Context: an optimization exercise on an open-source flow, tuned for small area, a short achievable clock period and few clock cycles per item. The choices shown serve that exercise and are no tape-out recipe. Function was checked by simulation only, so behaviour that the tests miss may differ from the original.

--- design/flow/run.sh ---
#!/bin/bash
# synth_recipe.tcl (not shown) runs the flow's synth.tcl, then flattens the netlist and writes it again
# the make line also repeats each setting of config.mk as NAME=value (left out here)
make -C /OpenROAD-flow-scripts/flow DESIGN_CONFIG=/design/flow/config.mk WORK_HOME=/design/flow/orfs CLKGATE_MAP_FILE= SYNTH_SCRIPT=/design/flow/synth_recipe.tcl finish
--- design/flow/config.mk ---
export PLATFORM = sky130hd
export DESIGN_NAME = montprowrap
export DESIGN_NICKNAME = montprowrap
export VERILOG_FILES = /design/flow/design.v
export SDC_FILE = /design/flow/constraint.sdc
export NUM_CORES = 4
export LEC_CHECK = 0
export ABC_AREA = 1
export CAP_MARGIN = 20
export CORE_MARGIN = 2
export CORE_UTILIZATION = 45
export PLACE_DENSITY = 0.5
export SLEW_MARGIN = 40
--- design/flow/constraint.sdc ---
create_clock -name core_clock -period 130.0 [get_ports {clk}]
set_input_delay 26.0000 -clock core_clock [delete_from_list [all_inputs] [get_ports {clk}]]
set_output_delay 26.0000 -clock core_clock [all_outputs]
set_load 0.01 [all_outputs]
--- design/flow/design.v ---
module montprowrap (clk, rst, a, b, m, r, start, done);
parameter WID = 256;
parameter K = 16;
parameter N = (WID + K - 1) / K;    
parameter E = N * K - WID;          
parameter CW = 5;
input            clk;
input            rst;
input  [WID-1:0] a;
input  [WID-1:0] b;
input  [WID-1:0] m;
output [WID-1:0] r;
input            start;
output           done;
reg          idle;    
reg          bmc;     
reg          arr;     
reg          fin;     
reg [CW-1:0] cnt;     
wire lastc = cnt == N - 1;
always @(posedge clk) begin
    if (rst) begin
        idle <= 1'b1;
        bmc  <= 1'b0;
        arr  <= 1'b0;
        fin  <= 1'b0;
    end else begin
        idle <= (idle & ~start) | fin;
        bmc  <= idle & start;
        arr  <= bmc | (arr & ~lastc);
        fin  <= arr & lastc;
    end
end
always @(posedge clk) begin
    if (arr) cnt <= cnt + 1'b1;
    else     cnt <= {CW{1'b0}};
end
assign done = idle;
reg [WID-1:0] br, mr;
reg [WID:0]   bmr;
reg [K-1:0]   xr;
wire [N*K-1:0] ax = {a, {E{1'b0}}};
wire [CW-1:0]  nx = arr ? cnt + 1'b1 : {CW{1'b0}};
always @(posedge clk) begin
    br <= b;
    mr <= m;
    xr <= ax[nx*K +: K];
end
reg [WID:0] sr;    
reg [WID:0] cr;
wire [WID-1:0] so;
wire [WID:0]   co;
montpro #(WID, K) imontpro (.si(sr[WID-1:0]), .ci(cr), .x(xr), .b(br), .m(mr), .bm(bmr), .so(so), .co(co));
wire [WID+1:0] ad1, ad2;
cla #(WID+2, 16) iadd1 (.a({1'b0, sr}), .b({1'b0, cr}), .ci(1'b0), .sum(ad1));
cla #(WID+2, 16) iadd2 (.a(ad1), .b({2'b11, ~mr}), .ci(1'b1), .sum(ad2));
wire [WID-1:0] res = ad2[WID+1] ? ad1[WID-1:0] : ad2[WID-1:0];
always @(posedge clk) begin
    if (bmc) bmr <= ad1[WID:0];
end
always @(posedge clk) begin
    if (idle)      sr <= {1'b0, b};
    else if (bmc)  sr <= {(WID+1){1'b0}};
    else if (arr)  sr <= {1'b0, so};
    else           sr <= {1'b0, res};
end
always @(posedge clk) begin
    if (idle)      cr <= {1'b0, m};
    else if (arr)  cr <= co;
    else           cr <= {(WID+1){1'b0}};
end
assign r = sr[WID-1:0];
endmodule
module montpro (si, ci, x, b, m, bm, so, co);
parameter WID = 256;
parameter K = 16;
parameter NL = 2;       
input  [WID-1:0] si;    
input  [WID:0]   ci;    
input  [K-1:0]   x;     
input  [WID-1:0] b;
input  [WID-1:0] m;
input  [WID:0]   bm;    
output [WID-1:0] so;
output [WID:0]   co;
wire [WID-1:0] s [0:K];
wire [WID:0]   c [0:K];
wire [K-1:0]   q;
assign s[0] = si;
assign c[0] = ci;
assign q[0] = si[0] ^ ci[0] ^ (x[0] & b[0]);
genvar i, j;
generate
for (i = 0; i < K; i = i + 1) begin : step
    wire [WID:1] ad;      
    wire [WID:1] rs;      
    wire [WID+1:1] rc;    
    assign ad[NL:1] = q[i] ? (x[i] ? bm[NL:1] : m[NL:1]) : ({NL{x[i]}} & b[NL:1]);
    mux #(WID-NL) sel (.x(x[i]), .q(q[i]), .b({1'b0, b[WID-1:NL+1]}), .m({1'b0, m[WID-1:NL+1]}), .bm(bm[WID:NL+1]), .s(ad[WID:NL+1]));
    assign rc[1] = s[i][0] | c[i][0];
    for (j = 1; j < WID; j = j + 1) begin : col
        full_adder fa (.a(s[i][j]), .b(c[i][j]), .c_i(ad[j]), .sum(rs[j]), .c_o(rc[j+1]));
    end
    assign rs[WID] = c[i][WID] ^ ad[WID];
    assign rc[WID+1] = c[i][WID] & ad[WID];
    assign s[i+1] = rs[WID:1];
    assign c[i+1] = rc[WID+1:1];
    if (i < K - 1) begin : nq
        wire p  = s[i][1] ^ c[i][1] ^ rc[1] ^ (x[i+1] & b[0]);
        wire a0 = x[i] & b[1];
        wire a1 = x[i] ? bm[1] : m[1];
        assign q[i+1] = q[i] ? (p ^ a1) : (p ^ a0);
    end
end
endgenerate
assign so = s[K];
assign co = c[K];
endmodule
module cla (a, b, ci, sum);
parameter WID = 258;
parameter BLK = 16;
input  [WID-1:0] a, b;
input            ci;
output [WID-1:0] sum;
localparam NBLK = (WID + BLK - 1) / BLK;
localparam LVL = (NBLK >= 64) ? 7 : (NBLK >= 32) ? 6 : (NBLK >= 16) ? 5 :
                 (NBLK >= 8) ? 4 : (NBLK >= 4) ? 3 : (NBLK >= 2) ? 2 : 1;   
wire [NBLK-1:0] bg, bp;       
wire [NBLK:0]   bc;           
genvar i, k, l;
generate
for (k = 0; k < NBLK; k = k + 1) begin : blk
    localparam LO = k * BLK;
    localparam HI = ((k + 1) * BLK > WID) ? WID : (k + 1) * BLK;
    wire [HI:LO] c;     
    wire [HI:LO] ic;    
    wire [HI-1:LO] s0;
    assign c[LO] = 1'b0;
    assign ic[LO] = bc[k];
    for (i = LO; i < HI; i = i + 1) begin : bt
        if (i == LO) begin : h
            assign s0[i] = a[i] ^ b[i];
            assign c[i+1] = a[i] & b[i];
        end else begin : f
            full_adder fa (.a(a[i]), .b(b[i]), .c_i(c[i]), .sum(s0[i]), .c_o(c[i+1]));
        end
        assign sum[i] = s0[i] ^ ic[i];
        assign ic[i+1] = s0[i] & ic[i];
    end
    assign bg[k] = c[HI];
    assign bp[k] = &s0;
end
wire [NBLK:0] g [0:LVL];
wire [NBLK:0] p [0:LVL];
assign g[0] = {bg, ci};
assign p[0] = {bp, 1'b0};
for (l = 0; l < LVL; l = l + 1) begin : lv
    for (k = 0; k <= NBLK; k = k + 1) begin : nd
        if (k >= (1 << l)) begin : op
            assign g[l+1][k] = g[l][k] | (p[l][k] & g[l][k - (1 << l)]);
            assign p[l+1][k] = p[l][k] & p[l][k - (1 << l)];
        end else begin : pass
            assign g[l+1][k] = g[l][k];
            assign p[l+1][k] = p[l][k];
        end
    end
end
assign bc = g[LVL];
endgenerate
endmodule
module full_adder (a, b, c_i, sum, c_o);
input  a;
input  b;
input  c_i;
output sum;
output c_o;
assign sum = a ^ b ^ c_i;
assign c_o = (a & b) | (a & c_i) | (b & c_i);
endmodule
module mux (x, q, b, m, bm, s);
parameter WIDTH = 257;
input              x, q;
input  [WIDTH-1:0] b, m, bm;
output [WIDTH-1:0] s;
wire sb  = x & ~q;
wire sm  = ~x & q;
wire sbm = x & q;
assign s = ({WIDTH{sb}} & b) | ({WIDTH{sm}} & m) | ({WIDTH{sbm}} & bm);
endmodule
==> run summary, run 1 <==
# TYPE chip_impl_metric gauge
chip_impl_metric{name="ff2ff_path_depth",unit=""} 74
chip_impl_metric{name="finalSetupViolCount",unit=""} 0
chip_impl_info{name="cts_tree",value="done"} 1
chip_impl_metric{name="half_perimeter_wire_length_after_placement",unit="µm"} 768000
chip_impl_metric{name="core_area",unit="µm²"} 478000
chip_impl_metric{name="hold_path_stages",unit=""} 2
chip_impl_info{name="post-synth-top-count-cell",value="fa_1"} 1
chip_impl_metric{name="cell_depth_of_the_worst_setup_path",unit=""} 1
chip_impl_metric{name="syn-mean-instance-area",unit="µm²"} 8.839
chip_impl_metric{name="post_layout_nonfiller_instances",unit=""} 29950
chip_impl_info{name="hold-path-endpoint",value="idle"} 1
chip_impl_metric{name="initial_utilization",unit=""} 0.4516
chip_impl_metric{name="die_height",unit="µm"} 696.6
chip_impl_metric{name="path_clk_slew",unit="ns"} 0.06
chip_impl_info{name="root_buffer",value="clkbuf_16"} 1
chip_impl_metric{name="dr_total_vias",unit=""} 205200
chip_impl_info{name="setup_repair_after_global_routing_missed_its_margin",value="no"} 1
chip_impl_metric{name="sequential_area_share_after_synthesis",unit=""} 0.1330
chip_impl_info{name="synth_area_leaders",value="fa_1, dfxtp_1, o22ai_1"} 1
chip_impl_metric{name="skew",unit="ns"} 0.07650
chip_impl_metric{name="postSynthRegisterBits",unit=""} 1306
chip_impl_metric{name="postCtsSetupBuffers",unit=""} 0
chip_impl_metric{name="hold_viol_final",unit=""} 0
chip_impl_metric{name="route.detailed.wl_per_inst",unit="µm"} 37.59
chip_impl_metric{name="mapped_cells",unit=""} 24420
chip_impl_info{name="timing.setup.critical_path_class",value="register to output port"} 1
chip_impl_metric{name="remaining_drc_errors",unit=""} 0
chip_impl_info{name="critical_path.top_delay_family",value="buffers and inverters"} 1
chip_impl_metric{name="crit_buf_inv",unit=""} 1
chip_impl_metric{name="clock-sinks",unit=""} 1306
chip_impl_info{name="reg2reg_to",value="sr[131]"} 1
chip_impl_metric{name="clock_insertion_delay_worst_skew",unit="ns"} 1.01
chip_impl_metric{name="antenna_found_initial",unit=""} 84
chip_impl_metric{name="grt_start_max_net_pins",unit=""} 117
chip_impl_info{name="end_kind",value="output port"} 1
chip_impl_metric{name="drt_first_iter_violations",unit=""} 27200
chip_impl_metric{name="dr.pass1.iters",unit=""} 7
chip_impl_info{name="crit_path_cell_trace",value="clkdlybuf4s50_1"} 1
chip_impl_metric{name="syn-cell-area",unit="µm²"} 215800
chip_impl_metric{name="async_reset_ff_frac",unit=""} 0
chip_impl_info{name="crit_slowest_cell",value="clkdlybuf4s50_1"} 1
chip_impl_metric{name="synthDominantCellAreaShare",unit=""} 0.4229
chip_impl_info{name="synth_ff_type",value="dfxtp_1"} 1
chip_impl_metric{name="setup.reg_to_reg.worst_slack",unit="ns"} 102.71
chip_impl_metric{name="layout-drive-gt1-share",unit=""} 0.03483
chip_impl_metric{name="crit_fanout",unit=""} 3
chip_impl_info{name="synth_area_leader_cell",value="fa_1"} 1
chip_impl_metric{name="cts_hold_buffers",unit=""} 0
chip_impl_metric{name="worst-endpoint-required",unit="ns"} 104.00
chip_impl_metric{name="fp-row-count",unit=""} 254
chip_impl_metric{name="design.die.area",unit="µm²"} 485200
chip_impl_metric{name="cp_slowest_stage_delay",unit="ns"} 1.10
chip_impl_metric{name="utilization",unit=""} 0.4895
chip_impl_metric{name="globalRoute.totalOverflow",unit=""} 0
chip_impl_metric{name="synthToLayoutAreaGrowth",unit="%"} 8.393
chip_impl_info{name="hold_sp",value="fin"} 1
chip_impl_metric{name="port-buffer-count",unit=""} 1027
chip_impl_metric{name="grt_first_pass_wirelength",unit="µm"} 1595000
chip_impl_info{name="synth.cells.most_frequent",value="fa_1, inv_1, a21oi_1, o22ai_1, clkbuf_1"} 1
chip_impl_metric{name="num-nets-final",unit=""} 29190
chip_impl_metric{name="max_cap_viol_count",unit=""} 0
chip_impl_metric{name="floorplan.io_pins",unit=""} 1028
chip_impl_metric{name="fin_area",unit="µm²"} 234000
chip_impl_metric{name="hold-worst-slack",unit="ns"} 0.4525
chip_impl_metric{name="final.min_clock_period",unit="ns"} 28.50
chip_impl_info{name="run_status",value="complete, no violations"} 1
chip_impl_metric{name="dp.cells",unit=""} 29530
chip_impl_metric{name="routabilityCongestion",unit=""} 0.9854
chip_impl_metric{name="clock_tree.htree_level_count",unit=""} 4
chip_impl_metric{name="critPathArrivalTime",unit="ns"} 2.51
chip_impl_metric{name="ys_warn_count",unit=""} 3
chip_impl_metric{name="timing.slew.headroom",unit=""} 0.2700
chip_impl_metric{name="vias_in_the_first_global_route",unit=""} 209600
chip_impl_info{name="cp-start-kind",value="register"} 1
chip_impl_metric{name="ant_nets",unit=""} 0
chip_impl_metric{name="placedInstanceArea",unit="µm²"} 227200
chip_impl_info{name="timing.rr.start",value="sr[16]"} 1
chip_impl_metric{name="timing.fmax",unit="MHz"} 35.08
chip_impl_metric{name="cts_made_buffers",unit=""} 185
chip_impl_metric{name="drt_wl_total",unit="µm"} 1126000
chip_impl_metric{name="netlist-cell-type-count",unit=""} 46
chip_impl_metric{name="tightest_slew",unit="ns"} 1.095
chip_impl_metric{name="cts_resized",unit=""} 0
chip_impl_metric{name="tns",unit="ns"} 0
chip_impl_info{name="hold_path_class",value="register to register"} 1
chip_impl_metric{name="number_of_flops_mapped_to_enable_cells_by_yosys",unit=""} 256
chip_impl_metric{name="period_utilisation_layout",unit=""} 0.2193
chip_impl_metric{name="clock_tree.buffer_depth",unit=""} 4
chip_impl_metric{name="die_x",unit="µm"} 696.6
chip_impl_metric{name="avgViaCountPerCell",unit=""} 6.851
chip_impl_metric{name="maxSlewViolCount",unit=""} 0
chip_impl_metric{name="grt.total_usage",unit=""} 0.4581
worst max path at each step:
| stage | startpoint | end |
|---|---|---|
| after floorplan | a[110] | xr[14] |
| after global placement | a[180] | xr[4] |
| after detailed placement | a[15] | xr[15] |
| after CTS | sr[184] | r[184] |
| after global routing | sr[184] | r[184] |
| final | sr[184] | r[184] |
registers in the layout, indices dropped and copies added, names as in the netlist:
| name | flops |
|---|---|
| sr | 256 |
| bmc | 1 |
| br | 256 |
| fin | 1 |
| cr | 257 |
| bmr | 256 |
| mr | 256 |
| xr | 16 |
| cnt | 5 |
| idle | 1 |
| arr | 1 |
layout by cell type (no fill, tap or decap), types with 64 or more instances in the layout:
cell	n
clkbuf_16	195
ha_1	531
a32o_1	257
o211ai_1	243
a21oi_1	3125
nand2_1	1854
diode_2	68
o21ai_0	558
dfxtp_1	1045
o221ai_1	520
nor2_1	580
clkdlybuf4s50_1	1026
buf_4	268
a31oi_1	260
nand3_1	893
o22ai_1	3042
edfxtp_1	256
inv_1	3542
fa_1	4560
clkinv_1	64
nand4_1	76
metrics by stage:
step	setup slack (ns)
after detailed placement	102.37
final	101.50
after floorplan	103.30
after CTS	101.57
after global placement	102.36
after global routing	101.52
cell type report:
type,instances,area (µm²)
timing repair buffer,1412,14370
antenna,68,170.2
clock buffer,261,5438
inverter,3625,13760
multi-input combinational,16800,162700
sequential,1306,28730
clock inverter,80,794.5
tap,6400,8008
fill,46390,244000
routing by layer:
layer  wire [µm]  vias to the layer above  global-route usage
met5         320                        -           0.0009903
met4      103600                       44              0.3446
met3      135400                     4281              0.1241
met2      481500                    16090              0.6781
met1      405100                   103900              0.5728
li1            -                    80920                   -
cells by family after synthesis:
kind of cell | synth area share
flops | 0.1330
fa+ha+maj | 0.4537
buf+inv | 0.1156
simple gates | 0.06977
compound gates | 0.2256
xor+xnor | 0.002394
Testbench counts, summed over its fixed seeds: cycles 10,240, mults 512.
==> run 2: changes to the inputs <==
==> design/flow/flow/run.sh (new file) <==
#!/bin/bash
# Own layout flow: the standard synthesis, but with the full adders
# (module full_adder) kept as black boxes; they then get their library cell
# (fa_1), so the adder rows keep the polarity the RTL gives them, and the
# rest of the layout is the standard flow. Each step logs here.
set -euo pipefail
orfs=$(sed -n 's/.* WORK_HOME=\([^ ]*\) .*/\1/p' standard.sh | head -n 1)
res=$orfs/results/$FLOW_PLATFORM/montprowrap/base
bash standard.sh "$res/1_2_yosys.v" "SYNTH_BLACKBOXES=full_adder" > synth.log 2>&1
python3 flow/cellmap.py "$res/1_2_yosys.v" > cellmap.log 2>&1
bash standard.sh finish "BUFFER_PORTS_ARGS=-buffer_cell sky130_fd_sc_hd__buf_2" > layout.log 2>&1
==> design/flow/flow/cellmap.py (new file) <==
#!/usr/bin/env python3
"""Give the synthesized netlist's full_adder instances (kept as black boxes
through synthesis) their library cell, fa_1. Rewrites the netlist in place."""
import re
import sys

CELLS = {
    "full_adder": ("sky130_fd_sc_hd__fa_1",
                   {"a": "A", "b": "B", "c_i": "CIN", "sum": "SUM", "c_o": "COUT"}),
}

path = sys.argv[1]
lines = open(path).read().split("\n")
out = []
cur = None
count = {k: 0 for k in CELLS}
head = re.compile(r"^(\s+)(full_adder)(\s+\S+\s*\()\s*$")
pin = re.compile(r"^(\s+)\.(\w+)\((.*)$")
for ln in lines:
    if cur is None:
        mo = head.match(ln)
        if mo:
            cur = mo.group(2)
            count[cur] += 1
            out.append(mo.group(1) + CELLS[cur][0] + mo.group(3))
            continue
        if re.match(r"^\s*(module|\(\*)\s*(full_adder)\b", ln):
            sys.exit("unexpected definition: " + ln)
        out.append(ln)
    else:
        mo = pin.match(ln)
        if mo:
            out.append(mo.group(1) + "." + CELLS[cur][1][mo.group(2)] + "(" + mo.group(3))
        else:
            out.append(ln)
        if ln.strip().endswith(");"):
            cur = None
open(path, "w").write("\n".join(out))
print("mapped", count)
if re.search(r"^\s+(full_adder)\s", "\n".join(out), re.M):
    sys.exit("unmapped instances left")
==> design/flow/standard.sh (new file) <==
#!/bin/bash
# synth_recipe.tcl (not shown) runs the flow's synth.tcl, then flattens the netlist and writes it again
# the make line also repeats each setting of config.mk as NAME=value (left out here)
make -C /OpenROAD-flow-scripts/flow DESIGN_CONFIG=/design/flow/config.mk WORK_HOME=/design/flow/orfs CLKGATE_MAP_FILE= SYNTH_SCRIPT=/design/flow/synth_recipe.tcl "${@:-finish}"
--- a/design/flow/config.mk
+++ b/design/flow/config.mk
@@ -9,5 +9,4 @@
 export CAP_MARGIN = 20
 export CORE_MARGIN = 2
-export CORE_UTILIZATION = 45
-export PLACE_DENSITY = 0.5
+export CORE_UTILIZATION = 50
 export SLEW_MARGIN = 40
removed: design/flow/run.sh
==> run 2 against run 1 <==
Compared with the run above:
- still clean on timing, DRC and antenna
- critical path type unchanged
- design area is 5.0% lower
- final cell count decreased by 11%
- sequential cell count unchanged
- largest cell class unchanged
- die area down 12%
- via count down 5.9%
==> run summary, run 2 <==
# TYPE chip_impl_metric gauge
chip_impl_info{name="run_status",value="complete, no violations"} 1
chip_impl_info{name="end_kind",value="output port"} 1
chip_impl_metric{name="half_perimeter_wire_length_after_placement",unit="µm"} 663500
chip_impl_metric{name="skew",unit="ns"} 0.08511
chip_impl_metric{name="post_layout_nonfiller_instances",unit=""} 26630
chip_impl_metric{name="maxSlewViolCount",unit=""} 0
chip_impl_info{name="cts_tree",value="done"} 1
chip_impl_metric{name="grt.total_usage",unit=""} 0.4475
chip_impl_metric{name="path_clk_slew",unit="ns"} 0.06
chip_impl_metric{name="vias_in_the_first_global_route",unit=""} 199400
chip_impl_metric{name="placedInstanceArea",unit="µm²"} 215500
chip_impl_metric{name="tns",unit="ns"} 0
chip_impl_info{name="cp-start-kind",value="register"} 1
chip_impl_metric{name="antenna_found_initial",unit=""} 153
chip_impl_metric{name="cts_hold_buffers",unit=""} 0
chip_impl_info{name="largest-register",value="cr"} 1
chip_impl_metric{name="layout-drive-gt1-share",unit=""} 0.09392
chip_impl_metric{name="setup_ws",unit="ns"} 102.05
chip_impl_metric{name="place_worst_setup_slack",unit="ns"} 102.62
chip_impl_metric{name="cts_made_buffers",unit=""} 177
chip_impl_metric{name="worst-endpoint-required",unit="ns"} 104.00
chip_impl_info{name="crit_slowest_cell",value="dfxtp_4"} 1
chip_impl_metric{name="synthToLayoutAreaGrowth",unit="%"} 5.434
chip_impl_metric{name="fin_area",unit="µm²"} 222300
chip_impl_metric{name="max_cap_viol_count",unit=""} 0
chip_impl_metric{name="num-nets-final",unit=""} 26590
chip_impl_info{name="hold_path_class",value="register to register"} 1
chip_impl_metric{name="setup.reg_to_reg.worst_slack",unit="ns"} 104.73
chip_impl_info{name="crit_path_cell_trace",value="buf_2"} 1
chip_impl_metric{name="largest_register_ff_count",unit=""} 257
chip_impl_metric{name="drt_wl_total",unit="µm"} 963600
chip_impl_info{name="root_buffer",value="clkbuf_16"} 1
chip_impl_metric{name="fp-row-count",unit=""} 238
chip_impl_metric{name="tightest_slew",unit="ns"} 1.042
chip_impl_metric{name="initial_utilization",unit=""} 0.5019
chip_impl_metric{name="syn-cell-area",unit="µm²"} 210900
chip_impl_metric{name="dr.pass1.iters",unit=""} 9
chip_impl_metric{name="clock_tree.htree_level_count",unit=""} 4
chip_impl_metric{name="core_area",unit="µm²"} 420200
chip_impl_metric{name="drt_first_iter_violations",unit=""} 28850
chip_impl_metric{name="hold_viol_final",unit=""} 0
chip_impl_metric{name="dp.cells",unit=""} 26180
chip_impl_metric{name="floorplan.io_pins",unit=""} 1028
chip_impl_metric{name="dr_total_vias",unit=""} 193000
chip_impl_metric{name="area_taken_by_multi_input_logic_gates",unit="µm²"} 167900
chip_impl_info{name="timing.setup.critical_path_class",value="register to output port"} 1
chip_impl_metric{name="timing.slew.headroom",unit=""} 0.3055
chip_impl_metric{name="route.detailed.wl_per_inst",unit="µm"} 36.19
chip_impl_metric{name="ant_nets",unit=""} 0
chip_impl_metric{name="timing.fmax",unit="MHz"} 35.78
chip_impl_metric{name="crit_fanout",unit=""} 30
chip_impl_metric{name="crit_buf_inv",unit=""} 1
chip_impl_metric{name="avgViaCountPerCell",unit=""} 7.248
chip_impl_metric{name="finalSetupViolCount",unit=""} 0
chip_impl_metric{name="cts_resized",unit=""} 0
chip_impl_metric{name="final.min_clock_period",unit="ns"} 27.95
chip_impl_metric{name="clock-sinks",unit=""} 1306
chip_impl_metric{name="grt_start_max_net_pins",unit=""} 128
chip_impl_metric{name="postCtsSetupBuffers",unit=""} 0
chip_impl_metric{name="design.die.area",unit="µm²"} 427000
chip_impl_metric{name="globalRoute.totalOverflow",unit=""} 0
chip_impl_info{name="layout.cells.most_common",value="nand2_1"} 1
chip_impl_metric{name="ys_warn_count",unit=""} 3
chip_impl_metric{name="critPathArrivalTime",unit="ns"} 1.95
chip_impl_metric{name="hold-worst-slack",unit="ns"} 0.4559
chip_impl_metric{name="port-buffer-count",unit=""} 1027
chip_impl_metric{name="fillCellCount",unit=""} 38340
chip_impl_metric{name="syn-mean-instance-area",unit="µm²"} 9.703
chip_impl_metric{name="clock_insertion_delay_worst_skew",unit="ns"} 1.01
chip_impl_metric{name="mapped_cells",unit=""} 21730
chip_impl_metric{name="area.sequential",unit="µm²"} 28720
chip_impl_info{name="critical_path.top_delay_family",value="flip-flops"} 1
chip_impl_metric{name="period_utilisation_layout",unit=""} 0.2150
chip_impl_info{name="setup_repair_after_global_routing_missed_its_margin",value="no"} 1
chip_impl_metric{name="remaining_drc_errors",unit=""} 0
chip_impl_metric{name="grt_first_pass_wirelength",unit="µm"} 1410000
chip_impl_metric{name="die_x",unit="µm"} 653.4
chip_impl_metric{name="clock_tree.buffer_depth",unit=""} 4
chip_impl_info{name="layout_common_cells",value="nand2_1, fa_1, o221ai_1"} 1
chip_impl_metric{name="die_height",unit="µm"} 653.4
chip_impl_metric{name="routabilityCongestion",unit=""} 0.9774
chip_impl_metric{name="cp_slowest_stage_delay",unit="ns"} 0.64
chip_impl_metric{name="utilization",unit=""} 0.5291
[run 2: routing by layer]
layer  global-route usage  part of all wire
met1               0.5841              0.37
met2               0.6357              0.42
met3               0.1725              0.15
met4               0.2497             0.065
met5             0.008376            0.0011
[run 2: area by class of cell]
cell class,count,share of cell area
antenna,96,0.001080
clock buffer,242,0.02316
clock inverter,82,0.003281
inverter,854,0.01480
multi-input combinational,17050,0.7553
timing repair buffer,1360,0.04142
tap,5640,0.03174
sequential,1306,0.1292
[run 2: worst paths after layout]
| kind | startpoint | to | cells after the start |
|---|---|---|---|
| worst min register to register | fin | idle | 2 |
| worst min-delay path | fin | idle | 2 |
| worst max-delay path | idle | done | 1 |
| worst max register to register | xr[0] | sr[199] | 73 |
[run 2: worst reg2reg max path: cells and delay by family (launching register included)]
family	cells	cell delay [ns]
compound gates	9	3.70
xor+xnor	20	4.13
fa+ha+maj	9	5.03
buf+inv	12	4.97
simple gates	23	6.57
flops	1	0.75

afterwards: timing with drivers on the ports:
The flow's constraints put no driver on any port. The routed layouts listed below were extracted and timed again, unchanged, in two steps.
Step 1 sets driving cells, clkbuf_16 on the clock port and buf_2 on the other inputs (assumed; they add their load-dependent delay and slew).
Step 2 times the ports against the registers' clock, not the clock port: input delays grow and output delays shrink by t, the midpoint of the rising clock arrivals with the driver on.
Three values: no drivers, after step 1, after step 2; two values: the first two.
run	t (ns)	slack for setup (ns)	hold WS [ns]	worst register clock-pin slew, ns
run 1	1.111	101.495 / 101.361 / 102.199	0.452 / 0.452 / 0.452	0.07 / 0.07
run 2	1.103	102.050 / 101.917 / 102.545	0.456 / 0.456 / 0.456	0.07 / 0.07
After both steps every run listed still meets setup and hold.
